This is an optimization exercise on Yosys and OpenROAD, whose aim is small area and a short achievable clock period, not a production implementation.
The RTL was checked by simulation tests, not by an equivalence proof against the original design.
No driver is modelled on the clock port, so clocking that relies on it looks cheaper here than on a real chip.

<file path="design.v">
module booth_mult_top (
  input  wire        clk,
  input  wire [15:0] x,
  input  wire [15:0] y,
  output reg  [31:0] p
);
  reg  [15:0] x_q, y_q;
  wire [31:0] p_d;
  always @(posedge clk) begin
    x_q <= x;
    y_q <= y;
    p   <= p_d;
  end
  booth_mult u_mult (.p(p_d), .x(x_q), .y(y_q));
endmodule

module booth_mult (p, x, y);
input  [15:0] x, y;
output [31:0] p;
wire one0;
wire two0;
wire neg0;
wire pp0_0;
wire pp0_1;
wire pp0_2;
wire pp0_3;
wire pp0_4;
wire pp0_5;
wire pp0_6;
wire pp0_7;
wire pp0_8;
wire pp0_9;
wire pp0_10;
wire pp0_11;
wire pp0_12;
wire pp0_13;
wire pp0_14;
wire pp0_15;
wire pp0_16;
wire nneg0_16;
wire one1;
wire two1;
wire neg1;
wire pp1_0;
wire pp1_1;
wire pp1_2;
wire pp1_3;
wire pp1_4;
wire pp1_5;
wire pp1_6;
wire pp1_7;
wire pp1_8;
wire pp1_9;
wire pp1_10;
wire pp1_11;
wire pp1_12;
wire pp1_13;
wire pp1_14;
wire pp1_15;
wire pp1_16;
wire nneg1_16;
wire one2;
wire two2;
wire neg2;
wire pp2_0;
wire pp2_1;
wire pp2_2;
wire pp2_3;
wire pp2_4;
wire pp2_5;
wire pp2_6;
wire pp2_7;
wire pp2_8;
wire pp2_9;
wire pp2_10;
wire pp2_11;
wire pp2_12;
wire pp2_13;
wire pp2_14;
wire pp2_15;
wire pp2_16;
wire nneg2_16;
wire one3;
wire two3;
wire neg3;
wire pp3_0;
wire pp3_1;
wire pp3_2;
wire pp3_3;
wire pp3_4;
wire pp3_5;
wire pp3_6;
wire pp3_7;
wire pp3_8;
wire pp3_9;
wire pp3_10;
wire pp3_11;
wire pp3_12;
wire pp3_13;
wire pp3_14;
wire pp3_15;
wire pp3_16;
wire nneg3_16;
wire one4;
wire two4;
wire neg4;
wire pp4_0;
wire pp4_1;
wire pp4_2;
wire pp4_3;
wire pp4_4;
wire pp4_5;
wire pp4_6;
wire pp4_7;
wire pp4_8;
wire pp4_9;
wire pp4_10;
wire pp4_11;
wire pp4_12;
wire pp4_13;
wire pp4_14;
wire pp4_15;
wire pp4_16;
wire nneg4_16;
wire one5;
wire two5;
wire neg5;
wire pp5_0;
wire pp5_1;
wire pp5_2;
wire pp5_3;
wire pp5_4;
wire pp5_5;
wire pp5_6;
wire pp5_7;
wire pp5_8;
wire pp5_9;
wire pp5_10;
wire pp5_11;
wire pp5_12;
wire pp5_13;
wire pp5_14;
wire pp5_15;
wire pp5_16;
wire nneg5_16;
wire one6;
wire two6;
wire neg6;
wire pp6_0;
wire pp6_1;
wire pp6_2;
wire pp6_3;
wire pp6_4;
wire pp6_5;
wire pp6_6;
wire pp6_7;
wire pp6_8;
wire pp6_9;
wire pp6_10;
wire pp6_11;
wire pp6_12;
wire pp6_13;
wire pp6_14;
wire pp6_15;
wire pp6_16;
wire nneg6_16;
wire one7;
wire two7;
wire neg7;
wire pp7_0;
wire pp7_1;
wire pp7_2;
wire pp7_3;
wire pp7_4;
wire pp7_5;
wire pp7_6;
wire pp7_7;
wire pp7_8;
wire pp7_9;
wire pp7_10;
wire pp7_11;
wire pp7_12;
wire pp7_13;
wire pp7_14;
wire pp7_15;
wire pp7_16;
wire nneg7_16;
wire s1;
wire c2;
wire s3;
wire c4;
wire s5;
wire c6;
wire s7;
wire c8;
wire s9;
wire c10;
wire s11;
wire c12;
wire s13;
wire c14;
wire s15;
wire c16;
wire s17;
wire c18;
wire s19;
wire c20;
wire s21;
wire c22;
wire s23;
wire c24;
wire s25;
wire c26;
wire s27;
wire c28;
wire s29;
wire c30;
wire s31;
wire c32;
wire s33;
wire c34;
wire s35;
wire c36;
wire s37;
wire c38;
wire s39;
wire c40;
wire s41;
wire c42;
wire s43;
wire c44;
wire s45;
wire c46;
wire s47;
wire c48;
wire s49;
wire c50;
wire s51;
wire c52;
wire s53;
wire c54;
wire s55;
wire c56;
wire s57;
wire c58;
wire s59;
wire c60;
wire s61;
wire c62;
wire s63;
wire c64;
wire s65;
wire c66;
wire s67;
wire c68;
wire s69;
wire c70;
wire s71;
wire c72;
wire s73;
wire c74;
wire s75;
wire c76;
wire s77;
wire c78;
wire s79;
wire c80;
wire s81;
wire c82;
wire s83;
wire c84;
wire s85;
wire c86;
wire s87;
wire c88;
wire s89;
wire c90;
wire s91;
wire c92;
wire s93;
wire c94;
wire s95;
wire c96;
wire s97;
wire c98;
wire s99;
wire c100;
wire s101;
wire c102;
wire s103;
wire c104;
wire s105;
wire c106;
wire s107;
wire c108;
wire s109;
wire c110;
wire s111;
wire c112;
wire s113;
wire c114;
wire s115;
wire c116;
wire s117;
wire c118;
wire s119;
wire c120;
wire s121;
wire c122;
wire s123;
wire c124;
wire s125;
wire c126;
wire s127;
wire c128;
wire s129;
wire c130;
wire s131;
wire c132;
wire s133;
wire c134;
wire s135;
wire c136;
wire s137;
wire c138;
wire s139;
wire c140;
wire s141;
wire c142;
wire s143;
wire c144;
wire s145;
wire c146;
wire s147;
wire c148;
wire s149;
wire c150;
wire s151;
wire c152;
wire s153;
wire c154;
wire s155;
wire c156;
wire s157;
wire c158;
wire s159;
wire c160;
wire s161;
wire c162;
wire s163;
wire c164;
wire s165;
wire c166;
wire s167;
wire c168;
wire s169;
wire c170;
wire s171;
wire c172;
wire s173;
wire c174;
wire s175;
wire c176;
wire s177;
wire c178;
wire s179;
wire c180;
wire s181;
wire c182;
wire s183;
wire c184;
wire s185;
wire c186;
wire s187;
wire c188;
wire s189;
wire c190;
wire s191;
wire c192;
wire s193;
wire c194;
wire s195;
wire c196;
wire s197;
wire c198;
wire s199;
wire c200;
wire s201;
wire c202;
wire s203;
wire c204;
wire s205;
wire c206;
wire s207;
wire c208;
wire s209;
wire c210;
wire s211;
wire c212;
wire s213;
wire c214;
wire s215;
wire c216;
wire s217;
wire c218;
wire s219;
wire c220;
wire s221;
wire c222;
wire s223;
wire c224;
mbenc ue0 (.y2(y[1]), .y1(y[0]), .y0(1'b0), .one(one0), .two(two0), .neg(neg0));
assign pp0_0 = ((x[0] & one0) | (1'b0 & two0)) ^ neg0;
mbpp up0_1 (.a(x[1]), .b(x[0]), .one(one0), .two(two0), .neg(neg0), .pp(pp0_1));
mbpp up0_2 (.a(x[2]), .b(x[1]), .one(one0), .two(two0), .neg(neg0), .pp(pp0_2));
mbpp up0_3 (.a(x[3]), .b(x[2]), .one(one0), .two(two0), .neg(neg0), .pp(pp0_3));
mbpp up0_4 (.a(x[4]), .b(x[3]), .one(one0), .two(two0), .neg(neg0), .pp(pp0_4));
mbpp up0_5 (.a(x[5]), .b(x[4]), .one(one0), .two(two0), .neg(neg0), .pp(pp0_5));
mbpp up0_6 (.a(x[6]), .b(x[5]), .one(one0), .two(two0), .neg(neg0), .pp(pp0_6));
mbpp up0_7 (.a(x[7]), .b(x[6]), .one(one0), .two(two0), .neg(neg0), .pp(pp0_7));
mbpp up0_8 (.a(x[8]), .b(x[7]), .one(one0), .two(two0), .neg(neg0), .pp(pp0_8));
mbpp up0_9 (.a(x[9]), .b(x[8]), .one(one0), .two(two0), .neg(neg0), .pp(pp0_9));
mbpp up0_10 (.a(x[10]), .b(x[9]), .one(one0), .two(two0), .neg(neg0), .pp(pp0_10));
mbpp up0_11 (.a(x[11]), .b(x[10]), .one(one0), .two(two0), .neg(neg0), .pp(pp0_11));
mbpp up0_12 (.a(x[12]), .b(x[11]), .one(one0), .two(two0), .neg(neg0), .pp(pp0_12));
mbpp up0_13 (.a(x[13]), .b(x[12]), .one(one0), .two(two0), .neg(neg0), .pp(pp0_13));
mbpp up0_14 (.a(x[14]), .b(x[13]), .one(one0), .two(two0), .neg(neg0), .pp(pp0_14));
mbpp up0_15 (.a(x[15]), .b(x[14]), .one(one0), .two(two0), .neg(neg0), .pp(pp0_15));
assign nneg0_16 = ~neg0;
mbpp up0_16 (.a(x[15]), .b(x[15]), .one(one0), .two(two0), .neg(nneg0_16), .pp(pp0_16));
mbenc ue1 (.y2(y[3]), .y1(y[2]), .y0(y[1]), .one(one1), .two(two1), .neg(neg1));
assign pp1_0 = ((x[0] & one1) | (1'b0 & two1)) ^ neg1;
mbpp up1_1 (.a(x[1]), .b(x[0]), .one(one1), .two(two1), .neg(neg1), .pp(pp1_1));
mbpp up1_2 (.a(x[2]), .b(x[1]), .one(one1), .two(two1), .neg(neg1), .pp(pp1_2));
mbpp up1_3 (.a(x[3]), .b(x[2]), .one(one1), .two(two1), .neg(neg1), .pp(pp1_3));
mbpp up1_4 (.a(x[4]), .b(x[3]), .one(one1), .two(two1), .neg(neg1), .pp(pp1_4));
mbpp up1_5 (.a(x[5]), .b(x[4]), .one(one1), .two(two1), .neg(neg1), .pp(pp1_5));
mbpp up1_6 (.a(x[6]), .b(x[5]), .one(one1), .two(two1), .neg(neg1), .pp(pp1_6));
mbpp up1_7 (.a(x[7]), .b(x[6]), .one(one1), .two(two1), .neg(neg1), .pp(pp1_7));
mbpp up1_8 (.a(x[8]), .b(x[7]), .one(one1), .two(two1), .neg(neg1), .pp(pp1_8));
mbpp up1_9 (.a(x[9]), .b(x[8]), .one(one1), .two(two1), .neg(neg1), .pp(pp1_9));
mbpp up1_10 (.a(x[10]), .b(x[9]), .one(one1), .two(two1), .neg(neg1), .pp(pp1_10));
mbpp up1_11 (.a(x[11]), .b(x[10]), .one(one1), .two(two1), .neg(neg1), .pp(pp1_11));
mbpp up1_12 (.a(x[12]), .b(x[11]), .one(one1), .two(two1), .neg(neg1), .pp(pp1_12));
mbpp up1_13 (.a(x[13]), .b(x[12]), .one(one1), .two(two1), .neg(neg1), .pp(pp1_13));
mbpp up1_14 (.a(x[14]), .b(x[13]), .one(one1), .two(two1), .neg(neg1), .pp(pp1_14));
mbpp up1_15 (.a(x[15]), .b(x[14]), .one(one1), .two(two1), .neg(neg1), .pp(pp1_15));
assign nneg1_16 = ~neg1;
mbpp up1_16 (.a(x[15]), .b(x[15]), .one(one1), .two(two1), .neg(nneg1_16), .pp(pp1_16));
mbenc ue2 (.y2(y[5]), .y1(y[4]), .y0(y[3]), .one(one2), .two(two2), .neg(neg2));
assign pp2_0 = ((x[0] & one2) | (1'b0 & two2)) ^ neg2;
mbpp up2_1 (.a(x[1]), .b(x[0]), .one(one2), .two(two2), .neg(neg2), .pp(pp2_1));
mbpp up2_2 (.a(x[2]), .b(x[1]), .one(one2), .two(two2), .neg(neg2), .pp(pp2_2));
mbpp up2_3 (.a(x[3]), .b(x[2]), .one(one2), .two(two2), .neg(neg2), .pp(pp2_3));
mbpp up2_4 (.a(x[4]), .b(x[3]), .one(one2), .two(two2), .neg(neg2), .pp(pp2_4));
mbpp up2_5 (.a(x[5]), .b(x[4]), .one(one2), .two(two2), .neg(neg2), .pp(pp2_5));
mbpp up2_6 (.a(x[6]), .b(x[5]), .one(one2), .two(two2), .neg(neg2), .pp(pp2_6));
mbpp up2_7 (.a(x[7]), .b(x[6]), .one(one2), .two(two2), .neg(neg2), .pp(pp2_7));
mbpp up2_8 (.a(x[8]), .b(x[7]), .one(one2), .two(two2), .neg(neg2), .pp(pp2_8));
mbpp up2_9 (.a(x[9]), .b(x[8]), .one(one2), .two(two2), .neg(neg2), .pp(pp2_9));
mbpp up2_10 (.a(x[10]), .b(x[9]), .one(one2), .two(two2), .neg(neg2), .pp(pp2_10));
mbpp up2_11 (.a(x[11]), .b(x[10]), .one(one2), .two(two2), .neg(neg2), .pp(pp2_11));
mbpp up2_12 (.a(x[12]), .b(x[11]), .one(one2), .two(two2), .neg(neg2), .pp(pp2_12));
mbpp up2_13 (.a(x[13]), .b(x[12]), .one(one2), .two(two2), .neg(neg2), .pp(pp2_13));
mbpp up2_14 (.a(x[14]), .b(x[13]), .one(one2), .two(two2), .neg(neg2), .pp(pp2_14));
mbpp up2_15 (.a(x[15]), .b(x[14]), .one(one2), .two(two2), .neg(neg2), .pp(pp2_15));
assign nneg2_16 = ~neg2;
mbpp up2_16 (.a(x[15]), .b(x[15]), .one(one2), .two(two2), .neg(nneg2_16), .pp(pp2_16));
mbenc ue3 (.y2(y[7]), .y1(y[6]), .y0(y[5]), .one(one3), .two(two3), .neg(neg3));
assign pp3_0 = ((x[0] & one3) | (1'b0 & two3)) ^ neg3;
mbpp up3_1 (.a(x[1]), .b(x[0]), .one(one3), .two(two3), .neg(neg3), .pp(pp3_1));
mbpp up3_2 (.a(x[2]), .b(x[1]), .one(one3), .two(two3), .neg(neg3), .pp(pp3_2));
mbpp up3_3 (.a(x[3]), .b(x[2]), .one(one3), .two(two3), .neg(neg3), .pp(pp3_3));
mbpp up3_4 (.a(x[4]), .b(x[3]), .one(one3), .two(two3), .neg(neg3), .pp(pp3_4));
mbpp up3_5 (.a(x[5]), .b(x[4]), .one(one3), .two(two3), .neg(neg3), .pp(pp3_5));
mbpp up3_6 (.a(x[6]), .b(x[5]), .one(one3), .two(two3), .neg(neg3), .pp(pp3_6));
mbpp up3_7 (.a(x[7]), .b(x[6]), .one(one3), .two(two3), .neg(neg3), .pp(pp3_7));
mbpp up3_8 (.a(x[8]), .b(x[7]), .one(one3), .two(two3), .neg(neg3), .pp(pp3_8));
mbpp up3_9 (.a(x[9]), .b(x[8]), .one(one3), .two(two3), .neg(neg3), .pp(pp3_9));
mbpp up3_10 (.a(x[10]), .b(x[9]), .one(one3), .two(two3), .neg(neg3), .pp(pp3_10));
mbpp up3_11 (.a(x[11]), .b(x[10]), .one(one3), .two(two3), .neg(neg3), .pp(pp3_11));
mbpp up3_12 (.a(x[12]), .b(x[11]), .one(one3), .two(two3), .neg(neg3), .pp(pp3_12));
mbpp up3_13 (.a(x[13]), .b(x[12]), .one(one3), .two(two3), .neg(neg3), .pp(pp3_13));
mbpp up3_14 (.a(x[14]), .b(x[13]), .one(one3), .two(two3), .neg(neg3), .pp(pp3_14));
mbpp up3_15 (.a(x[15]), .b(x[14]), .one(one3), .two(two3), .neg(neg3), .pp(pp3_15));
assign nneg3_16 = ~neg3;
mbpp up3_16 (.a(x[15]), .b(x[15]), .one(one3), .two(two3), .neg(nneg3_16), .pp(pp3_16));
mbenc ue4 (.y2(y[9]), .y1(y[8]), .y0(y[7]), .one(one4), .two(two4), .neg(neg4));
assign pp4_0 = ((x[0] & one4) | (1'b0 & two4)) ^ neg4;
mbpp up4_1 (.a(x[1]), .b(x[0]), .one(one4), .two(two4), .neg(neg4), .pp(pp4_1));
mbpp up4_2 (.a(x[2]), .b(x[1]), .one(one4), .two(two4), .neg(neg4), .pp(pp4_2));
mbpp up4_3 (.a(x[3]), .b(x[2]), .one(one4), .two(two4), .neg(neg4), .pp(pp4_3));
mbpp up4_4 (.a(x[4]), .b(x[3]), .one(one4), .two(two4), .neg(neg4), .pp(pp4_4));
mbpp up4_5 (.a(x[5]), .b(x[4]), .one(one4), .two(two4), .neg(neg4), .pp(pp4_5));
mbpp up4_6 (.a(x[6]), .b(x[5]), .one(one4), .two(two4), .neg(neg4), .pp(pp4_6));
mbpp up4_7 (.a(x[7]), .b(x[6]), .one(one4), .two(two4), .neg(neg4), .pp(pp4_7));
mbpp up4_8 (.a(x[8]), .b(x[7]), .one(one4), .two(two4), .neg(neg4), .pp(pp4_8));
mbpp up4_9 (.a(x[9]), .b(x[8]), .one(one4), .two(two4), .neg(neg4), .pp(pp4_9));
mbpp up4_10 (.a(x[10]), .b(x[9]), .one(one4), .two(two4), .neg(neg4), .pp(pp4_10));
mbpp up4_11 (.a(x[11]), .b(x[10]), .one(one4), .two(two4), .neg(neg4), .pp(pp4_11));
mbpp up4_12 (.a(x[12]), .b(x[11]), .one(one4), .two(two4), .neg(neg4), .pp(pp4_12));
mbpp up4_13 (.a(x[13]), .b(x[12]), .one(one4), .two(two4), .neg(neg4), .pp(pp4_13));
mbpp up4_14 (.a(x[14]), .b(x[13]), .one(one4), .two(two4), .neg(neg4), .pp(pp4_14));
mbpp up4_15 (.a(x[15]), .b(x[14]), .one(one4), .two(two4), .neg(neg4), .pp(pp4_15));
assign nneg4_16 = ~neg4;
mbpp up4_16 (.a(x[15]), .b(x[15]), .one(one4), .two(two4), .neg(nneg4_16), .pp(pp4_16));
mbenc ue5 (.y2(y[11]), .y1(y[10]), .y0(y[9]), .one(one5), .two(two5), .neg(neg5));
assign pp5_0 = ((x[0] & one5) | (1'b0 & two5)) ^ neg5;
mbpp up5_1 (.a(x[1]), .b(x[0]), .one(one5), .two(two5), .neg(neg5), .pp(pp5_1));
mbpp up5_2 (.a(x[2]), .b(x[1]), .one(one5), .two(two5), .neg(neg5), .pp(pp5_2));
mbpp up5_3 (.a(x[3]), .b(x[2]), .one(one5), .two(two5), .neg(neg5), .pp(pp5_3));
mbpp up5_4 (.a(x[4]), .b(x[3]), .one(one5), .two(two5), .neg(neg5), .pp(pp5_4));
mbpp up5_5 (.a(x[5]), .b(x[4]), .one(one5), .two(two5), .neg(neg5), .pp(pp5_5));
mbpp up5_6 (.a(x[6]), .b(x[5]), .one(one5), .two(two5), .neg(neg5), .pp(pp5_6));
mbpp up5_7 (.a(x[7]), .b(x[6]), .one(one5), .two(two5), .neg(neg5), .pp(pp5_7));
mbpp up5_8 (.a(x[8]), .b(x[7]), .one(one5), .two(two5), .neg(neg5), .pp(pp5_8));
mbpp up5_9 (.a(x[9]), .b(x[8]), .one(one5), .two(two5), .neg(neg5), .pp(pp5_9));
mbpp up5_10 (.a(x[10]), .b(x[9]), .one(one5), .two(two5), .neg(neg5), .pp(pp5_10));
mbpp up5_11 (.a(x[11]), .b(x[10]), .one(one5), .two(two5), .neg(neg5), .pp(pp5_11));
mbpp up5_12 (.a(x[12]), .b(x[11]), .one(one5), .two(two5), .neg(neg5), .pp(pp5_12));
mbpp up5_13 (.a(x[13]), .b(x[12]), .one(one5), .two(two5), .neg(neg5), .pp(pp5_13));
mbpp up5_14 (.a(x[14]), .b(x[13]), .one(one5), .two(two5), .neg(neg5), .pp(pp5_14));
mbpp up5_15 (.a(x[15]), .b(x[14]), .one(one5), .two(two5), .neg(neg5), .pp(pp5_15));
assign nneg5_16 = ~neg5;
mbpp up5_16 (.a(x[15]), .b(x[15]), .one(one5), .two(two5), .neg(nneg5_16), .pp(pp5_16));
mbenc ue6 (.y2(y[13]), .y1(y[12]), .y0(y[11]), .one(one6), .two(two6), .neg(neg6));
assign pp6_0 = ((x[0] & one6) | (1'b0 & two6)) ^ neg6;
mbpp up6_1 (.a(x[1]), .b(x[0]), .one(one6), .two(two6), .neg(neg6), .pp(pp6_1));
mbpp up6_2 (.a(x[2]), .b(x[1]), .one(one6), .two(two6), .neg(neg6), .pp(pp6_2));
mbpp up6_3 (.a(x[3]), .b(x[2]), .one(one6), .two(two6), .neg(neg6), .pp(pp6_3));
mbpp up6_4 (.a(x[4]), .b(x[3]), .one(one6), .two(two6), .neg(neg6), .pp(pp6_4));
mbpp up6_5 (.a(x[5]), .b(x[4]), .one(one6), .two(two6), .neg(neg6), .pp(pp6_5));
mbpp up6_6 (.a(x[6]), .b(x[5]), .one(one6), .two(two6), .neg(neg6), .pp(pp6_6));
mbpp up6_7 (.a(x[7]), .b(x[6]), .one(one6), .two(two6), .neg(neg6), .pp(pp6_7));
mbpp up6_8 (.a(x[8]), .b(x[7]), .one(one6), .two(two6), .neg(neg6), .pp(pp6_8));
mbpp up6_9 (.a(x[9]), .b(x[8]), .one(one6), .two(two6), .neg(neg6), .pp(pp6_9));
mbpp up6_10 (.a(x[10]), .b(x[9]), .one(one6), .two(two6), .neg(neg6), .pp(pp6_10));
mbpp up6_11 (.a(x[11]), .b(x[10]), .one(one6), .two(two6), .neg(neg6), .pp(pp6_11));
mbpp up6_12 (.a(x[12]), .b(x[11]), .one(one6), .two(two6), .neg(neg6), .pp(pp6_12));
mbpp up6_13 (.a(x[13]), .b(x[12]), .one(one6), .two(two6), .neg(neg6), .pp(pp6_13));
mbpp up6_14 (.a(x[14]), .b(x[13]), .one(one6), .two(two6), .neg(neg6), .pp(pp6_14));
mbpp up6_15 (.a(x[15]), .b(x[14]), .one(one6), .two(two6), .neg(neg6), .pp(pp6_15));
assign nneg6_16 = ~neg6;
mbpp up6_16 (.a(x[15]), .b(x[15]), .one(one6), .two(two6), .neg(nneg6_16), .pp(pp6_16));
mbenc ue7 (.y2(y[15]), .y1(y[14]), .y0(y[13]), .one(one7), .two(two7), .neg(neg7));
assign pp7_0 = ((x[0] & one7) | (1'b0 & two7)) ^ neg7;
mbpp up7_1 (.a(x[1]), .b(x[0]), .one(one7), .two(two7), .neg(neg7), .pp(pp7_1));
mbpp up7_2 (.a(x[2]), .b(x[1]), .one(one7), .two(two7), .neg(neg7), .pp(pp7_2));
mbpp up7_3 (.a(x[3]), .b(x[2]), .one(one7), .two(two7), .neg(neg7), .pp(pp7_3));
mbpp up7_4 (.a(x[4]), .b(x[3]), .one(one7), .two(two7), .neg(neg7), .pp(pp7_4));
mbpp up7_5 (.a(x[5]), .b(x[4]), .one(one7), .two(two7), .neg(neg7), .pp(pp7_5));
mbpp up7_6 (.a(x[6]), .b(x[5]), .one(one7), .two(two7), .neg(neg7), .pp(pp7_6));
mbpp up7_7 (.a(x[7]), .b(x[6]), .one(one7), .two(two7), .neg(neg7), .pp(pp7_7));
mbpp up7_8 (.a(x[8]), .b(x[7]), .one(one7), .two(two7), .neg(neg7), .pp(pp7_8));
mbpp up7_9 (.a(x[9]), .b(x[8]), .one(one7), .two(two7), .neg(neg7), .pp(pp7_9));
mbpp up7_10 (.a(x[10]), .b(x[9]), .one(one7), .two(two7), .neg(neg7), .pp(pp7_10));
mbpp up7_11 (.a(x[11]), .b(x[10]), .one(one7), .two(two7), .neg(neg7), .pp(pp7_11));
mbpp up7_12 (.a(x[12]), .b(x[11]), .one(one7), .two(two7), .neg(neg7), .pp(pp7_12));
mbpp up7_13 (.a(x[13]), .b(x[12]), .one(one7), .two(two7), .neg(neg7), .pp(pp7_13));
mbpp up7_14 (.a(x[14]), .b(x[13]), .one(one7), .two(two7), .neg(neg7), .pp(pp7_14));
mbpp up7_15 (.a(x[15]), .b(x[14]), .one(one7), .two(two7), .neg(neg7), .pp(pp7_15));
assign nneg7_16 = ~neg7;
mbpp up7_16 (.a(x[15]), .b(x[15]), .one(one7), .two(two7), .neg(nneg7_16), .pp(pp7_16));
mha us1 (.a(neg5), .b(pp0_10), .s(s1), .co(c2));
mha us3 (.a(pp0_11), .b(pp1_9), .s(s3), .co(c4));
mfa us5 (.a(neg6), .b(pp0_12), .c(pp1_10), .s(s5), .co(c6));
mha us7 (.a(pp2_8), .b(pp3_6), .s(s7), .co(c8));
mfa us9 (.a(pp0_13), .b(pp1_11), .c(pp2_9), .s(s9), .co(c10));
mha us11 (.a(pp3_7), .b(pp4_5), .s(s11), .co(c12));
mfa us13 (.a(neg7), .b(pp0_14), .c(pp1_12), .s(s13), .co(c14));
mfa us15 (.a(pp2_10), .b(pp3_8), .c(pp4_6), .s(s15), .co(c16));
mha us17 (.a(pp5_4), .b(pp6_2), .s(s17), .co(c18));
mfa us19 (.a(pp0_15), .b(pp1_13), .c(pp2_11), .s(s19), .co(c20));
mfa us21 (.a(pp3_9), .b(pp4_7), .c(pp5_5), .s(s21), .co(c22));
mha us23 (.a(pp6_3), .b(pp7_1), .s(s23), .co(c24));
assign s25 = ~(pp0_16 ^ pp1_14);
assign c26 = pp0_16 | pp1_14;
mfa us27 (.a(pp2_12), .b(pp3_10), .c(pp4_8), .s(s27), .co(c28));
mfa us29 (.a(pp5_6), .b(pp6_4), .c(pp7_2), .s(s29), .co(c30));
assign s31 = ~(pp1_15 ^ pp2_13);
assign c32 = pp1_15 | pp2_13;
mfa us33 (.a(pp3_11), .b(pp4_9), .c(pp5_7), .s(s33), .co(c34));
mha us35 (.a(pp6_5), .b(pp7_3), .s(s35), .co(c36));
mfa us37 (.a(pp1_16), .b(pp2_14), .c(pp3_12), .s(s37), .co(c38));
mfa us39 (.a(pp4_10), .b(pp5_8), .c(pp6_6), .s(s39), .co(c40));
assign s41 = ~(pp2_15 ^ pp3_13);
assign c42 = pp2_15 | pp3_13;
mha us43 (.a(pp4_11), .b(pp5_9), .s(s43), .co(c44));
mfa us45 (.a(pp2_16), .b(pp3_14), .c(pp4_12), .s(s45), .co(c46));
mha us47 (.a(1'b1), .b(pp3_15), .s(s47), .co(c48));
mha us49 (.a(neg3), .b(pp0_6), .s(s49), .co(c50));
mha us51 (.a(pp0_7), .b(pp1_5), .s(s51), .co(c52));
mfa us53 (.a(neg4), .b(pp0_8), .c(pp1_6), .s(s53), .co(c54));
mha us55 (.a(pp2_4), .b(pp3_2), .s(s55), .co(c56));
mfa us57 (.a(pp0_9), .b(pp1_7), .c(pp2_5), .s(s57), .co(c58));
mha us59 (.a(pp3_3), .b(pp4_1), .s(s59), .co(c60));
mfa us61 (.a(pp1_8), .b(pp2_6), .c(pp3_4), .s(s61), .co(c62));
mfa us63 (.a(pp4_2), .b(pp5_0), .c(s1), .s(s63), .co(c64));
mfa us65 (.a(pp2_7), .b(pp3_5), .c(pp4_3), .s(s65), .co(c66));
mfa us67 (.a(pp5_1), .b(c2), .c(s3), .s(s67), .co(c68));
mfa us69 (.a(pp4_4), .b(pp5_2), .c(pp6_0), .s(s69), .co(c70));
mfa us71 (.a(c4), .b(s7), .c(s5), .s(s71), .co(c72));
mfa us73 (.a(pp5_3), .b(pp6_1), .c(c8), .s(s73), .co(c74));
mfa us75 (.a(s11), .b(c6), .c(s9), .s(s75), .co(c76));
mfa us77 (.a(pp7_0), .b(c12), .c(s17), .s(s77), .co(c78));
mfa us79 (.a(c10), .b(s13), .c(s15), .s(s79), .co(c80));
mfa us81 (.a(c18), .b(s23), .c(c14), .s(s81), .co(c82));
mfa us83 (.a(c16), .b(s19), .c(s21), .s(s83), .co(c84));
mfa us85 (.a(c24), .b(c20), .c(c22), .s(s85), .co(c86));
mfa us87 (.a(s25), .b(s27), .c(s29), .s(s87), .co(c88));
mfa us89 (.a(s35), .b(c26), .c(c28), .s(s89), .co(c90));
mfa us91 (.a(c30), .b(s31), .c(s33), .s(s91), .co(c92));
mfa us93 (.a(pp7_4), .b(c36), .c(c32), .s(s93), .co(c94));
mfa us95 (.a(c34), .b(s37), .c(s39), .s(s95), .co(c96));
mfa us97 (.a(pp6_7), .b(pp7_5), .c(s43), .s(s97), .co(c98));
mfa us99 (.a(c38), .b(c40), .c(s41), .s(s99), .co(c100));
mfa us101 (.a(pp5_10), .b(pp6_8), .c(pp7_6), .s(s101), .co(c102));
mfa us103 (.a(c44), .b(c42), .c(s45), .s(s103), .co(c104));
mfa us105 (.a(pp4_13), .b(pp5_11), .c(pp6_9), .s(s105), .co(c106));
mfa us107 (.a(pp7_7), .b(s47), .c(c46), .s(s107), .co(c108));
mfa us109 (.a(pp3_16), .b(pp4_14), .c(pp5_12), .s(s109), .co(c110));
mfa us111 (.a(pp6_10), .b(pp7_8), .c(c48), .s(s111), .co(c112));
assign s113 = ~(pp4_15 ^ pp5_13);
assign c114 = pp4_15 | pp5_13;
mha us115 (.a(pp6_11), .b(pp7_9), .s(s115), .co(c116));
mfa us117 (.a(pp4_16), .b(pp5_14), .c(pp6_12), .s(s117), .co(c118));
mha us119 (.a(1'b1), .b(pp5_15), .s(s119), .co(c120));
mha us121 (.a(neg2), .b(pp0_4), .s(s121), .co(c122));
mha us123 (.a(pp0_5), .b(pp1_3), .s(s123), .co(c124));
mfa us125 (.a(pp1_4), .b(pp2_2), .c(pp3_0), .s(s125), .co(c126));
mfa us127 (.a(pp2_3), .b(pp3_1), .c(c50), .s(s127), .co(c128));
mfa us129 (.a(pp4_0), .b(c52), .c(s55), .s(s129), .co(c130));
mfa us131 (.a(c56), .b(s59), .c(c54), .s(s131), .co(c132));
mfa us133 (.a(c60), .b(c58), .c(s61), .s(s133), .co(c134));
mfa us135 (.a(c62), .b(s65), .c(c64), .s(s135), .co(c136));
mfa us137 (.a(c66), .b(s69), .c(c68), .s(s137), .co(c138));
mfa us139 (.a(c70), .b(s73), .c(c72), .s(s139), .co(c140));
mfa us141 (.a(c74), .b(s77), .c(c76), .s(s141), .co(c142));
mfa us143 (.a(c78), .b(c80), .c(s81), .s(s143), .co(c144));
mfa us145 (.a(c82), .b(c84), .c(s85), .s(s145), .co(c146));
mfa us147 (.a(c86), .b(c88), .c(s89), .s(s147), .co(c148));
mfa us149 (.a(c90), .b(c92), .c(s93), .s(s149), .co(c150));
mfa us151 (.a(s97), .b(c94), .c(c96), .s(s151), .co(c152));
mfa us153 (.a(s101), .b(c98), .c(c100), .s(s153), .co(c154));
mfa us155 (.a(c102), .b(s105), .c(c104), .s(s155), .co(c156));
mfa us157 (.a(c106), .b(s109), .c(s111), .s(s157), .co(c158));
mfa us159 (.a(s115), .b(c110), .c(s113), .s(s159), .co(c160));
mfa us161 (.a(pp7_10), .b(c116), .c(c114), .s(s161), .co(c162));
mfa us163 (.a(pp6_13), .b(pp7_11), .c(s119), .s(s163), .co(c164));
mfa us165 (.a(pp5_16), .b(pp6_14), .c(pp7_12), .s(s165), .co(c166));
mha us167 (.a(1'b1), .b(pp6_15), .s(s167), .co(c168));
mha us169 (.a(neg1), .b(pp0_2), .s(s169), .co(c170));
mha us171 (.a(pp0_3), .b(pp1_1), .s(s171), .co(c172));
mfa us173 (.a(pp1_2), .b(pp2_0), .c(s121), .s(s173), .co(c174));
mfa us175 (.a(pp2_1), .b(c122), .c(s123), .s(s175), .co(c176));
mfa us177 (.a(c124), .b(s49), .c(s125), .s(s177), .co(c178));
mfa us179 (.a(s51), .b(c126), .c(s127), .s(s179), .co(c180));
mfa us181 (.a(s53), .b(c128), .c(s129), .s(s181), .co(c182));
mfa us183 (.a(s57), .b(c130), .c(s131), .s(s183), .co(c184));
mfa us185 (.a(s63), .b(c132), .c(s133), .s(s185), .co(c186));
mfa us187 (.a(s67), .b(c134), .c(s135), .s(s187), .co(c188));
mfa us189 (.a(s71), .b(c136), .c(s137), .s(s189), .co(c190));
mfa us191 (.a(s75), .b(c138), .c(s139), .s(s191), .co(c192));
mfa us193 (.a(s79), .b(c140), .c(s141), .s(s193), .co(c194));
mfa us195 (.a(s83), .b(c142), .c(s143), .s(s195), .co(c196));
mfa us197 (.a(s87), .b(c144), .c(s145), .s(s197), .co(c198));
mfa us199 (.a(s91), .b(c146), .c(s147), .s(s199), .co(c200));
mfa us201 (.a(s95), .b(c148), .c(s149), .s(s201), .co(c202));
mfa us203 (.a(s99), .b(c150), .c(s151), .s(s203), .co(c204));
mfa us205 (.a(s103), .b(c152), .c(s153), .s(s205), .co(c206));
mfa us207 (.a(s107), .b(c154), .c(s155), .s(s207), .co(c208));
mfa us209 (.a(c108), .b(s157), .c(c156), .s(s209), .co(c210));
mfa us211 (.a(c112), .b(s159), .c(c158), .s(s211), .co(c212));
mfa us213 (.a(s117), .b(c160), .c(s161), .s(s213), .co(c214));
mfa us215 (.a(c118), .b(s163), .c(c162), .s(s215), .co(c216));
mfa us217 (.a(c120), .b(s165), .c(c164), .s(s217), .co(c218));
mfa us219 (.a(pp7_13), .b(s167), .c(c166), .s(s219), .co(c220));
mfa us221 (.a(pp6_16), .b(pp7_14), .c(c168), .s(s221), .co(c222));
mha us223 (.a(1'b1), .b(pp7_15), .s(s223), .co(c224));
wire [31:0] ra = {1'b1, pp7_16, s223, s221, s219, s217, s215, s213, s211, s209, s207, s205, s203, s201, s199, s197, s195, s193, s191, s189, s187, s185, s183, s181, s179, s177, s175, s173, s171, pp1_0, pp0_1, neg0};
wire [31:0] rb = {1'b0, c224, c222, c220, c218, c216, c214, c212, c210, c208, c206, c204, c202, c200, c198, c196, c194, c192, c190, c188, c186, c184, c182, c180, c178, c176, c174, c172, c170, s169, 1'b0, pp0_0};
assign p = ra + rb;
endmodule
module mfa (a, b, c, s, co);
input a, b, c;
output s, co;
assign s = a ^ b ^ c;
assign co = (a & b) | (a & c) | (b & c);
endmodule
module mbenc (y2, y1, y0, one, two, neg);
input y2, y1, y0;
output one, two, neg;
assign one = y1 ^ y0;
assign two = (y2 & ~y1 & ~y0) | (~y2 & y1 & y0);
assign neg = y2;
endmodule
module mbpp (a, b, one, two, neg, pp);
input a, b, one, two, neg;
output pp;
assign pp = ((a & one) | (b & two)) ^ neg;
endmodule
module mha (a, b, s, co);
input a, b;
output s, co;
assign s = a ^ b;
assign co = a & b;
endmodule
</file>
<file path="run.sh">
#!/bin/bash
# synth_recipe.tcl (not shown) runs the flow's synth.tcl, then flattens the netlist and writes it again
# the make line also repeats each setting of config.mk as NAME=value (left out here)
make -C /OpenROAD-flow-scripts/flow DESIGN_CONFIG=/design/flow/config.mk WORK_HOME=/design/flow/orfs CLKGATE_MAP_FILE= SYNTH_SCRIPT=/design/flow/synth_recipe.tcl finish
</file>
<file path="constraint.sdc">
create_clock -name core_clock -period 8.5 [get_ports {clk}]
set_input_delay 1.7000 -clock core_clock [delete_from_list [all_inputs] [get_ports {clk}]]
set_output_delay 1.7000 -clock core_clock [all_outputs]
set_load 0.01 [all_outputs]
</file>
<file path="config.mk">
export PLATFORM = sky130hd
export DESIGN_NAME = booth_mult_top
export DESIGN_NICKNAME = booth_mult_top
export VERILOG_FILES = /design/flow/design.v
export SDC_FILE = /design/flow/constraint.sdc
export NUM_CORES = 4
export LEC_CHECK = 0
export CAP_MARGIN = 20
export CORE_MARGIN = 2
export CORE_UTILIZATION = 40
export SETUP_SLACK_MARGIN = 3
export SLEW_MARGIN = 20
export SYNTH_HIERARCHICAL = 1
</file>
==> flow_summary.yaml, run 1 <==
run_status:
  status: "finished clean"
worst_setup_path:
  critPathMaxStageDelay_ns: 0.53
  crit_type: "reg2reg"
  path_common_cell: "fa_1"
  critical_path.startpoint_type: "flop"
  cp_top_family: "adder cells"
  endpoint_kind: "flop"
  critPathArrivalTime_ns: 5.51
  cp_slowest_cell: "fa_1"
  cp_num_buf_inv: 2
  crit_path_max_fanout: 20
  crit_chain: "buf_8, nand2b_1, o22ai_4, buf_4, a22oi_2, xnor2_1, fa_1, fa_1, fa_1, fa_1, ha_1, nand2_1, o21ai_0, nor4_1, a311o_1, a2111oi_2"
  worstPathRequired_ns: 8.75
finish:
  stdcell_area_um2: 10400
  seqCellArea_um2: 1280
  drive_above_1_share_pct: 26.7
  final_common_cell: "xnor2_1"
  antenna-diode-count: 0
  nNetsFinal: 1082
  multi_input_area_um2: 7210
  final_cell_mix: "xnor2_1, a22oi_2, fa_1, clkdlybuf4s50_1, dfxtp_1"
  syn_to_final_growth_pct: 21.6
  fill_cells: 1983
clock_network:
  clock_path_buffers: 2
  cts-buffers-inserted: 9
  cts_tree: "built"
  clk_latency_ns: 0.35
  cts_hold_buf: 0
  cts-htree-levels: 3
  clk_pin_slew_ns: 0.07
  root_buffer: "clkbuf_16"
  cts.sinks: 64
timing:
  slew_headroom_pct: 21.1
  skew_ns: 0.0152
  fmax_mhz: 190
  tns_ns: 0
  hold_viol: 0
  setup_viol: 0
  finalCritPeriodShare_pct: 61.9
  min_period_ns: 5.26
  report.final.slew_viol_count: 0
  rsz0062_at_grt: "true"
  worst_slew_pin_slew_ns: 1.18
yosys:
  synth_top_flop_cell: "dfxtp_1"
  synth_area_um2: 8530
  yosysWarningCount: 7
  yosysTopAreaCell: "fa_1"
  yosys-top-cells-area: "fa_1, a22oi_2, xnor2_1, dfxtp_1, ha_1"
  seq_area_frac_synth_pct: 15.0
  synth.top_cell.area_share_pct: 20.4
  synth-edff-count: 0
  avgSynthCellArea_um2: 10.8
  postSynth.asyncResetShare_pct: 0
  ys_ff_latch: 64
  synth_cell_types: 63
  syn_inst: 790
drt:
  drc: 0
  antenna_left: 0
  viasPerCell: 5.51
  drt_iter0_markers: 563
  first_pass_iters: 5
  wl_mm: 22.3
  vias: 6529
  avgRoutedWirePerCell_um: 18.9
floorplan:
  die_area_um2: 22500
  initial_core_util_pct: 40.7
  fp.dieW_um: 150
  design.portCount: 65
  core_region_area_um2: 21000
  die_h_um: 150
  rows: 53
global_route:
  grt_max_degree: 25
  antenna_found_initial: 0
  grt_pass1_wl_mm: 36.1
  grt.total_usage_pct: 20.7
  grt_pass1_vias: 6305
  grt_remaining_overflow: 0
place:
  place_area_um2: 9670
  hpwl_mm: 16.1
  portBuffers: 64
  gp_routability_congestion: 0.850
worst_hold_path:
  hold_class: "reg2reg"
flow_run:
  cap_violations: 0
==> Yosys stat by module, one instance, submodules excluded <==
module	flip-flops and latches	cells
booth_mult	0	322
booth_mult_top	64	64
mbenc	0	5
mbpp	0	2
mfa	0	1
mha	0	1
==> layer usage <==
metal  up-vias  global-route usage (%)  wire length [um]
met1      3212                    31.1             10900
met5         -                       0                 0
met4         0                    6.42               489
met2       196                    30.5              9910
li1       3095                       -                 -
met3        26                    3.08              1090
==> area by class of cell <==
cell class	count	share of cell area [%]
well taps	275	3.32
flip-flops and latches	64	12.4
clock inverters	6	0.591
repair buffers	115	10.8
multi-input cells	682	69.5
inverters	34	1.23
clock buffers	9	2.17
==> worst paths after layout <==
kind | to | startpoint | slack, ns | cells after the start
max | p[22] | y_q[5] | 3.24 | 16
min | p[0] | y_q[1] | 0.68 | 2
max reg2reg | p[22] | y_q[5] | 3.24 | 16
min reg2reg | p[0] | y_q[1] | 0.68 | 2
==> tightest hold or removal path, cell delays in order (launching register included) <==
cell and delay, ns:
dfxtp_1 0.30, buf_6 0.19, xnor2_1 0.15
==> registers in the layout, summed over array words and instances (netlist names) <==
signal and count:
p 32, x_q 16, y_q 16
==> synthesized netlist by cell type, types with 6 or more instances <==
library cell / n
a211oi_1: 8
a21o_1: 10
a21oi_1: 22
a22oi_2: 128
and3_1: 6
buf_4: 8
dfxtp_1: 64
fa_1: 87
ha_1: 56
inv_1: 34
nand2_1: 40
nand2b_1: 11
nor2_1: 26
nor3_1: 7
o21ai_0: 20
o21bai_1: 7
o22ai_2: 8
xnor2_1: 149
xor2_1: 16
==> repair_timing <==
item,4_1_cts,5_1_grt
buffers inserted,16,12
endpoints found under the setup margin,13,13
gates resized for setup,9,15
pin swaps,5,1
==> cells by family after synthesis <==
| family | synth area share (%) |
|---|---|
| xor gates and xnor gates | 17.0 |
| DFF | 15.0 |
| buffers and inverters | 2.66 |
| AOI/OAI and AO/OA | 29.5 |
| adders and majority gates | 28.6 |
| other | 0.0881 |
| and+or+nand+nor | 7.10 |
==> through the flow <==
stage	setup slack [ns]	hold slack, ns	util (%)	std cells
after floorplan	3.05	0.753	-	795
after global placement	2.72	0.739	46.1	1142
after detailed placement	2.56	0.740	46.2	1142
after CTS	3.00	0.753	48.6	1173
after global routing	2.98	0.718	49.5	1185
final	3.24	0.680	49.5	1185
==> run 2, diff against run 1 <==
==> flow/run.sh (new file) <==
#!/bin/bash
bash standard.sh > standard.log 2>&1
==> standard.sh (new file) <==
#!/bin/bash
# synth_recipe.tcl (not shown) runs the flow's synth.tcl, then flattens the netlist and writes it again
# the make line also repeats each setting of config.mk as NAME=value (left out here)
make -C /OpenROAD-flow-scripts/flow DESIGN_CONFIG=/design/flow/config.mk WORK_HOME=/design/flow/orfs CLKGATE_MAP_FILE= SYNTH_SCRIPT=/design/flow/synth_recipe.tcl "${@:-finish}"
removed: run.sh
==> flow_summary.yaml, run 2 <==
yosys:
  yosys-top-cells-area: "fa_1, a22oi_2, xnor2_1, dfxtp_1, ha_1"
  yosysTopAreaCell: "fa_1"
  synth.top_cell.area_share_pct: 20.4
  synth-simple-area-share_pct: 7.10
  yosysMostFrequentCell: "xnor2_1"
  yosys-top-cells-count: "xnor2_1, a22oi_2, fa_1, dfxtp_1, ha_1"
  synth_area_um2: 8530
  synthXorXnorAreaFrac_pct: 17.0
  avgSynthCellArea_um2: 10.8
  syn_inst: 790
  synth_compound_area_share_pct: 29.5
  synth_top_family_by_area: "compound AO/OA/AOI/OAI gates"
  synth-edff-count: 0
  ys_ff_latch: 64
  synth_top_flop_cell: "dfxtp_1"
  synthAdderAreaFrac_pct: 28.6
  postSynth.asyncResetShare_pct: 0
  seq_area_frac_synth_pct: 15.0
  synth_cell_types: 63
  synth_mux_area_share_pct: 0
  yosysWarningCount: 7
place:
  placed_cells: 1142
  portBuffers: 64
  gp_routability_congestion: 0.850
  hpwl_mm: 16.1
worst_setup_path:
  cp_slowest_cell: "fa_1"
  path_common_cell: "fa_1"
  critPathArrivalTime_ns: 5.51
  critPathMaxStageDelay_ns: 0.53
  cp_top_family: "adder cells"
  cp_num_buf_inv: 2
  worstPathRequired_ns: 8.75
  endpoint_kind: "flop"
  crit_chain: "buf_8, nand2b_1, o22ai_4, buf_4, a22oi_2, xnor2_1, fa_1, fa_1, fa_1, fa_1, ha_1, nand2_1, o21ai_0, nor4_1, a311o_1, a2111oi_2"
  critical_path.startpoint_type: "flop"
  crit_path_max_fanout: 20
  crit_type: "reg2reg"
drt:
  vias: 6529
  avgRoutedWirePerCell_um: 18.9
  drt_iter0_markers: 563
  wl_mm: 22.3
  antenna_left: 0
  viasPerCell: 5.51
  first_pass_iters: 5
  drc: 0
clock_network:
  cts_tree: "built"
  cts-buffers-inserted: 9
  clk_pin_slew_ns: 0.07
  cts-htree-levels: 3
  root_buffer: "clkbuf_16"
  clk_latency_ns: 0.35
  clock_path_buffers: 2
  cts.sinks: 64
global_route:
  grt_pass1_wl_mm: 36.1
  grt-busiest-layer: "met1"
  met1_usage_pct: 31.1
  antenna_found_initial: 0
  grt_max_degree: 25
  grt_remaining_overflow: 0
  grt.total_usage_pct: 20.7
  grt_pass1_vias: 6305
  grt_util_met2_pct: 30.5
  grtUsageMet3_pct: 3.08
floorplan:
  die_area_um2: 22500
  core_region_area_um2: 21000
  fp.dieW_um: 150
  rows: 53
  die_h_um: 150
  initial_core_util_pct: 40.7
  design.portCount: 65
timing:
  hold_viol: 0
  report.final.slew_viol_count: 0
  rsz0062_at_grt: "true"
  setup_viol: 0
  skew_ns: 0.0152
  fmax_mhz: 190
  slew_headroom_pct: 21.1
  min_period_ns: 5.26
  tns_ns: 0
  worst_slew_pin_slew_ns: 1.18
  finalCritPeriodShare_pct: 61.9
finish:
  fill_cells: 1983
  syn_to_final_growth_pct: 21.6
  final_cell_mix: "xnor2_1, a22oi_2, fa_1, clkdlybuf4s50_1, dfxtp_1"
  largest_register: "p"
  final_common_cell: "xnor2_1"
  nNetsFinal: 1082
  antenna-diode-count: 0
  reg_top3: "p x32, x_q x16, y_q x16"
  drive_above_1_share_pct: 26.7
  finalNonFillerCells: 1185
  largest_reg_flops: 32
flow_run:
  cap_violations: 0
worst_hold_path:
  hold_class: "reg2reg"
run_status:
  status: "finished clean"
[run 2: stage by stage]
step / instance area (um2) / hold WS [ns] / setup WS (ns) / util, %
detailed placement: 9670 / 0.740 / 2.56 / 46.2
floorplan: 8540 / 0.753 / 3.05 / -
finish: 10400 / 0.680 / 3.24 / 49.5
CTS: 10200 / 0.753 / 3.00 / 48.6
global placement: 9660 / 0.739 / 2.72 / 46.1
global route: 10400 / 0.718 / 2.98 / 49.5
[run 2: timing repair]
| item | in CTS | in global routing |
|---|---|---|
| pin swaps | 5 | 1 |
| setup endpoints to repair | 13 | 13 |
| hold endpoints to repair | 0 | 0 |
| hold buffers | 0 | 0 |
| resized for setup | 9 | 15 |
| setup buffers | 16 | 12 |
[run 2: cells by family (layout without fill, tap and decap cells)]
kind of cell / count (synthesis) / count (layout)
compound gates: 247 / 247
xor+xnor: 165 / 165
fa+ha+maj: 143 / 143
simple gates: 120 / 120
flops: 64 / 64
buf+inv: 49 / 164
other cells: 2 / 7
[run 2: worst paths after layout]
kind / start / endpoint / slack [ns] / depth (start not counted)
worst min register to register: y_q[1] / p[0] / 0.68 / 2
worst min-delay path: y_q[1] / p[0] / 0.68 / 2
worst max-delay path: y_q[5] / p[22] / 3.24 / 16
worst max register to register: y_q[5] / p[22] / 3.24 / 16
[run 2: area by class of cell]
cell class	count	area (um2)	share of cell area [%]
clock buffer	9	225	2.17
clock inverter	6	61.3	0.591
inverter	34	128	1.23
multi-input combinational	682	7210	69.5
sequential	64	1280	12.4
tap	275	344	3.32
timing repair buffer	115	1120	10.8
[run 2: Yosys stat by module (local to each module, per instance)]
module | cells inside | cell area [um2] | times used | flops+latches
booth_mult_top | 64 | 1280 | 1 | 64
mbpp | 2 | 21.3 | 128 | 0
booth_mult | 322 | 2210 | 1 | 0
mbenc | 5 | 38.8 | 8 | 0
mha | 1 | 12.5 | 21 | 0
mfa | 1 | 20.0 | 87 | 0
[run 2: layer usage]
| metal | routed length, um | share of wire [%] | vias up |
|---|---|---|---|
| met2 | 9910 | 44 | 196 |
| met4 | 489 | 2.2 | 0 |
| met5 | 0 | 0 | - |
| li1 | - | - | 3095 |
| met1 | 10900 | 49 | 3212 |
| met3 | 1090 | 4.9 | 26 |
[run 2: worst register-to-register path, stage by stage, from the launching register on]
cell       delay [ns]
dfxtp_1          0.45
buf_8            0.28
nand2b_1         0.14
o22ai_4          0.21
buf_4            0.19
a22oi_2          0.06
xnor2_1          0.23
fa_1             0.51
fa_1             0.45
fa_1             0.53
fa_1             0.42
ha_1             0.41
nand2_1          0.13
o21ai_0          0.48
nor4_1           0.10
a311o_1          0.35
a2111oi_2        0.22
==> run 3, diff against run 2 <==
==> flow/run.sh (replaced) <==
#!/bin/bash
# Standard ORFS layout with three changes: no half-adder cells (extract_fa
# finds only full adders), port buffers of the smallest buffer cell, and
# every combinational cell set to its smallest size before the floorplan's
# timing repair sizes up what the clock period needs.
export DONT_USE_CELLS="sky130_fd_sc_hd__ha_1 sky130_fd_sc_hd__ha_2 sky130_fd_sc_hd__ha_4"
export BUFFER_PORTS_ARGS="-buffer_cell sky130_fd_sc_hd__buf_1"
export PRE_FLOORPLAN_TCL=$PWD/flow/downsize.tcl
bash standard.sh > standard.log 2>&1
==> flow/downsize.tcl (new file) <==
# Set every combinational cell to the smallest-area cell of its footprint
# (same function); the flow's repair steps then size up what timing needs.
set n 0
foreach inst [get_cells *] {
  set lc [get_lib_cells -of_objects $inst]
  set name [get_name $lc]
  if {![regexp {^(sky130_fd_sc_hd__[a-z0-9]+)_[0-9]+$} $name -> base]} { continue }
  if {[regexp {df|dl|sdf|tap|conb|clkbuf_16|decap|fill} $base]} { continue }
  set best $name
  set best_area [get_property $lc area]
  foreach c [get_lib_cells ${base}_*] {
    set cn [get_name $c]
    if {![regexp "^${base}_\[0-9\]+\$" $cn]} { continue }
    if {[info exists ::env(DONT_USE_CELLS)] && [lsearch -exact $::env(DONT_USE_CELLS) $cn] >= 0} { continue }
    if {[regexp {lpflow|probe} $cn]} { continue }
    set a [get_property $c area]
    if {$a < $best_area} { set best $cn; set best_area $a }
  }
  if {$best ne $name} {
    replace_cell $inst [get_lib_cells $best]
    incr n
  }
}
puts "downsize: replaced $n cells"
==> flow_summary.yaml, run 3 <==
run_status:
  status: "finished clean"
timing:
  min_period_ns: 5.18
  rsz0062_at_grt: "true"
  worst_slack_ns: 3.32
  finalCritPeriodShare_pct: 60.9
  hold_viol: 0
  worst_slew_pin_slew_ns: 0.846
  report.final.slew_viol_count: 0
  slew_headroom_pct: 43.5
  skew_ns: 0.00857
  tns_ns: 0
  setup_viol: 0
  fmax_mhz: 193
global_route:
  grt.total_usage_pct: 21.2
  antenna_found_initial: 0
  grt_pass1_wl_mm: 33.5
  grt_remaining_overflow: 0
  grt_pass1_vias: 6132
  grt_max_degree: 25
drt:
  vias: 6351
  dr_wl_met3_mm: 1.52
  wl_mm: 21.0
  viasPerCell: 5.68
  avgRoutedWirePerCell_um: 18.8
  first_pass_iters: 6
  dr_wl_met2_mm: 9.11
  wl_met1_mm: 10.1
  drc: 0
  top_layer: "met4"
  antenna_left: 0
  drt_iter0_markers: 722
clock_network:
  root_buffer: "clkbuf_16"
  cts-htree-levels: 3
  cts.sinks: 64
  clock_path_buffers: 2
  cts_tree: "built"
  clk_latency_ns: 0.35
  cts_hold_buf: 0
  cts-buffers-inserted: 9
  clk_pin_slew_ns: 0.06
worst_setup_path:
  path_common_cell: "fa_1"
  endpoint_kind: "flop"
  ff2ff_setup_slack_ns: 3.32
  rr_worst_depth: 16
  crit_chain: "buf_4, nand2b_1, o22ai_1, buf_4, a22oi_1, xnor2_1, fa_1, fa_1, fa_1, fa_1, ha_1, and4_1, and3_1, o211ai_1, and3_1, a2111oi_0"
  cp_slowest_cell: "fa_1"
  r2r-start: "y_q[11]"
  critPathMaxStageDelay_ns: 0.54
  critical_path.startpoint_type: "flop"
  crit_path_max_fanout: 23
  worstPathRequired_ns: 8.72
  crit_type: "reg2reg"
  critPathArrivalTime_ns: 5.40
  rr_endpoint: "p[27]"
finish:
  final_cell_mix: "xnor2_1, a22oi_1, fa_1, buf_1, dfxtp_1"
  largest_reg_flops: 32
  reg_top3: "p x32, x_q x16, y_q x16"
  drive_above_1_share_pct: 6.55
  nNetsFinal: 1056
  antenna-diode-count: 0
  final_common_cell: "xnor2_1"
  largest_register: "p"
worst_hold_path:
  min-delay-start: "y_q[1]"
  worstHoldPathCells: 2
  hold_class: "reg2reg"
  holdPathEnd: "p[0]"
floorplan:
  design.portCount: 65
  die_area_um2: 20300
  rows: 50
  core_region_area_um2: 18800
  fp.dieW_um: 143
  die_h_um: 143
  initial_core_util_pct: 40.9
place:
  gp_routability_congestion: 0.838
  portBuffers: 64
  pre_cts_ws_ns: 1.88
  hpwl_mm: 15.2
flow_run:
  cap_violations: 0
yosys:
  syn_inst: 790
  yosysWarningCount: 7
==> run 3: timing repair <==
action / 4_1_cts / 5_1_grt
buffers inserted: 0 / 7
setup endpoints to repair: 21 / 13
gates resized for setup: 11 / 16
pin swaps: 0 / 4
cloned: 0 / 0
==> run 3: per-stage QoR <==
step	utilization [%]	area (um2)	std cells	hold WS, ns
after floorplan	-	7700	795	0.826
after global placement	44.3	8310	1096	0.893
after detailed placement	44.3	8320	1096	0.892
after CTS	46.5	8720	1112	0.668
after global routing	47.4	8890	1119	0.807
final	47.4	8890	1119	0.787
==> run 3: layer usage <==
layer,vias up,track usage [%]
met5,-,0
met4,0,5.52
met3,22,4.48
met2,270,31.8
met1,3018,30.9
li1,3041,-
==> run 3: layout make-up <==
cell class / count / area (um2)
clock inverter: 7 / 125
fill: 1821 / 9880
tap: 234 / 293
clock buffer: 9 / 225
sequential: 64 / 1290
multi-input combinational: 682 / 6350
timing repair buffer: 89 / 479
inverter: 34 / 128
==> run 3: worst max path at each step <==
stage	startpoint	endpoint
3_3_place_gp	y_q[1]	p[27]
5_1_grt	y_q[1]	p[22]
4_1_cts	y_q[3]	p[28]
3_5_place_dp	y_q[3]	p[27]
6_report	y_q[11]	p[27]
2_1_floorplan	y_q[3]	p[28]
==> run 3: worst max-delay path, delay by kind of cell (launching register included) <==
kind            cells  cell delay, ns
buf+inv             2            0.62
xor+xnor            1            0.21
flops               1            0.30
fa+ha+maj           5            2.27
compound gates      4            0.80
simple gates        4            0.83
==> run 4, diff against run 3 <==
==> flow/run.sh (replaced) <==
#!/bin/bash
# Standard ORFS layout (standard.sh) with these changes:
# - no half-adder cells: extract_fa finds only full adders, half adders are
#   left to abc as plain gates;
# - port buffers of the smallest buffer cell;
# - every combinational cell set to its smallest size before the
#   floorplan's timing repair sizes up what the clock period needs;
export DONT_USE_CELLS="sky130_fd_sc_hd__ha_1 sky130_fd_sc_hd__ha_2 sky130_fd_sc_hd__ha_4"
export BUFFER_PORTS_ARGS="-buffer_cell sky130_fd_sc_hd__buf_1"
export PRE_FLOORPLAN_TCL=$PWD/flow/downsize.tcl
export POST_CTS_TCL=$PWD/flow/skew.tcl
export SKEW_CHAIN="dlygate4sd3_1 dlygate4sd3_1 dlygate4sd1_1 clkbuf_16"
export SKEW_REGS='^p\\?\[([1-9][0-9])\\?\]'
bash standard.sh > standard.log 2>&1
==> flow/skew.tcl (new file) <==
set block [ord::get_db_block]
set db [ord::get_db]
set chain $::env(SKEW_CHAIN)
set regs_re $::env(SKEW_REGS)

# the clock root: the net of the clock port
set clk_port [$block findBTerm clk]
set root_net [$clk_port getNet]

set sinks {}
set sx 0; set sy 0
foreach inst [$block getInsts] {
  if {[regexp $regs_re [$inst getName]]} {
    lappend sinks $inst
    set loc [$inst getLocation]
    set sx [expr {$sx + [lindex $loc 0]}]
    set sy [expr {$sy + [lindex $loc 1]}]
  }
}
set n [llength $sinks]
if {$n == 0} { error "skew: no registers match $regs_re" }
set cx [expr {$sx / $n}]; set cy [expr {$sy / $n}]
puts "skew: $n registers, chain $chain"

# place the chain between the clock port and the sinks' centre
set pl [$clk_port getBBox]
set px [expr {([$pl xMin] + [$pl xMax]) / 2}]
set py [expr {([$pl yMin] + [$pl yMax]) / 2}]
set prev $root_net
set k 0
set len [llength $chain]
foreach cell $chain {
  set master [$db findMaster sky130_fd_sc_hd__$cell]
  if {$master eq "NULL"} { error "skew: no master $cell" }
  set inst [odb::dbInst_create $block $master skew_buf_$k]
  set f [expr {double($k + 1) / $len}]
  $inst setLocation [expr {int($px + ($cx - $px) * $f)}] [expr {int($py + ($cy - $py) * $f)}]
  $inst setPlacementStatus PLACED
  set a [$inst findITerm A]
  $a connect $prev
  set out [odb::dbNet_create $block skew_net_$k]
  $out setSigType CLOCK
  [$inst findITerm X] connect $out
  set prev $out
  incr k
}
foreach inst $sinks {
  set ck [$inst findITerm CLK]
  $ck disconnect
  $ck connect $prev
}
# remove clock tree buffers left without loads
foreach inst [$block getInsts] {
  if {![string match clkbuf* [[$inst getMaster] getName]] && ![string match *clkbuf* [[$inst getMaster] getName]]} { continue }
  set x [$inst findITerm X]
  if {$x eq "NULL"} { continue }
  set net [$x getNet]
  if {$net eq "NULL"} { continue }
  if {[llength [$net getITerms]] == 1 && [llength [$net getBTerms]] == 0} {
    puts "skew: removing unloaded [$inst getName]"
    set in [[$inst findITerm A] getNet]
    odb::dbInst_destroy $inst
    odb::dbNet_destroy $net
  }
}

detailed_placement
estimate_parasitics -placement
report_clock_latency
repair_timing_helper
detailed_placement
check_placement -verbose
estimate_parasitics -placement
report_worst_slack -max
report_worst_slack -min
==> flow_summary.yaml, run 4 <==
run_status:
  status: "finished clean"
finish:
  drive_above_1_share_pct: 5.18
  final_common_cell: "xnor2_1"
  largest_reg_flops: 32
  largest_register: "p"
  fill_cells: 1833
  final_cell_mix: "xnor2_1, a22oi_1, fa_1, buf_1, dfxtp_1"
  antenna-diode-count: 0
  utilization_pct: 47.1
  nNetsFinal: 1059
  reg_top3: "p x32, x_q x16, y_q x16"
timing:
  setup_viol: 0
  whs_ns: 0.105
  fmax_mhz: 211
  slew_headroom_pct: 41.9
  tns_ns: 0
  skew_ns: 1.37
  finalCritPeriodShare_pct: 55.7
  worst_slew_pin_slew_ns: 0.871
  hold_viol: 0
  report.final.slew_viol_count: 0
  rsz0062_at_grt: "false"
  min_period_ns: 4.74
place:
  hpwl_mm: 15.2
  portBuffers: 64
  gp_routability_congestion: 0.838
global_route:
  grt_pass1_vias: 6210
  grt_pass1_wl_mm: 34.0
  grt.total_usage_pct: 21.4
  grt_remaining_overflow: 0
  grt_max_degree: 25
  antenna_found_initial: 0
yosys:
  syn_inst: 790
  yosysWarningCount: 7
worst_setup_path:
  worstPathRequired_ns: 10.16
  endpoint_kind: "flop"
  crit_type: "reg2reg"
  crit_path_max_fanout: 23
  critPathArrivalTime_ns: 6.40
  critical_path.startpoint_type: "flop"
  rr_worst_depth: 19
worst_hold_path:
  worstHoldPathCells: 8
  hold_class: "reg2reg"
floorplan:
  die_h_um: 143
  design.portCount: 65
  rows: 50
  core_region_area_um2: 18800
  initial_core_util_pct: 40.9
  fp.dieW_um: 143
  die_area_um2: 20300
flow_run:
  cap_violations: 0
drt:
  first_pass_iters: 5
  wl_mm: 21.1
  drc: 0
  viasPerCell: 5.73
  antenna_left: 0
  avgRoutedWirePerCell_um: 18.8
  vias: 6431
  drt_iter0_markers: 550
clock_network:
  cts.sinks: 64
  clk_latency_ns: 1.71
  cts_tree: "built"
  clk_pin_slew_ns: 0.09
run 4: cell types whose count changed in the layout (fill, tap and decap cells not counted), sizes merged:
cell | previous run | this run
clkbuf | 9 | 10
dlygate4sd1 | 0 | 1
buf | 89 | 82
dlygate4sd3 | 0 | 8
run 4: stage by stage:
stage	std cells	instance area [um2]	setup slack (ns)
after floorplan	795	7700	3.46
final	1122	8840	3.76
after global routing	1122	8840	3.44
after detailed placement	1096	8320	1.88
after global placement	1096	8310	1.93
run 4: layout make-up, without the clock buffers:
| class | instances | area, um2 | share of cell area (%) |
|---|---|---|---|
| multi-input combinational | 682 | 6290 | 71.2 |
| sequential | 64 | 1290 | 14.6 |
| buffer | 4 | 53.8 | 0.609 |
| tap | 234 | 293 | 3.31 |
| clock inverter | 7 | 125 | 1.42 |
| timing repair buffer | 88 | 435 | 4.93 |
| inverter | 34 | 128 | 1.44 |
run 4: critical path: stages (launching register included):
cell and delay [ns]:
dfxtp_1 0.30, dlygate4sd3_1 0.55, buf_4 0.36, nand2b_1 0.09, o22ai_1 0.15, buf_4 0.26, a22oi_1 0.11, xnor2_1 0.18
fa_1 0.45, fa_1 0.47, fa_1 0.54, fa_1 0.42, ha_1 0.37, and4_1 0.25, and3_1 0.22, a21o_1 0.20
nor3_1 0.21, a21boi_1 0.13, a41oi_1 0.21, dlygate4sd3_1 0.56
run 4: per-layer routing:
layer	GRT usage, %	share of wire, %
met5	0	0
met4	6.20	2.0
met3	5.15	7.9
met2	32.0	43
met1	30.8	47
run 4: path summary, 6_finish.rpt:
path	slack, ns	endpoint	from
worst min-delay path	0.10	p[30]	y_q[14]
worst max-delay path	3.76	p[31]	y_q[13]
worst max register to register	3.76	p[31]	y_q[13]
worst min register to register	0.10	p[30]	y_q[14]

what the ideal ports hide:
In the flow no input, the clock included, has a driving cell. The finished layouts below were timed again as built, in two steps. Step 1, drivers: a clkbuf_16 drives clk and a buf_2 each remaining input, both assumed. Step 2, shift: input delay + t, output delay - t, t = (earliest + latest rising clock arrival at the registers) / 2. This alone moves slack from input paths to output paths. Slacks: ideal ports / drivers / drivers and shift; pairs: ideal ports / drivers.
run | t (ns) | setup WS [ns] | worst setup path after step 2 | clock arrival spread, ns | slew at the worst register clock pin (ns) | cell pins on the clock port's net
run 1 | 0.391 | 3.239 / 3.239 / 3.239 | register to register | 0.015 / 0.016 | 0.07 / 0.07 | 1
run 2 | 0.391 | 3.239 / 3.239 / 3.239 | register to register | 0.015 / 0.016 | 0.07 / 0.07 | 1
run 3 | 0.385 | 3.323 / 3.323 / 3.323 | register to register | 0.010 / 0.010 | 0.06 / 0.06 | 1
run 4 | 1.071 | 3.764 / 3.764 / 3.764 | register to register | 1.372 / 1.372 | 0.09 / 0.09 | 2
Clock arrivals are far apart in run 4, so t is only a midpoint there and step 2 fits no single register.
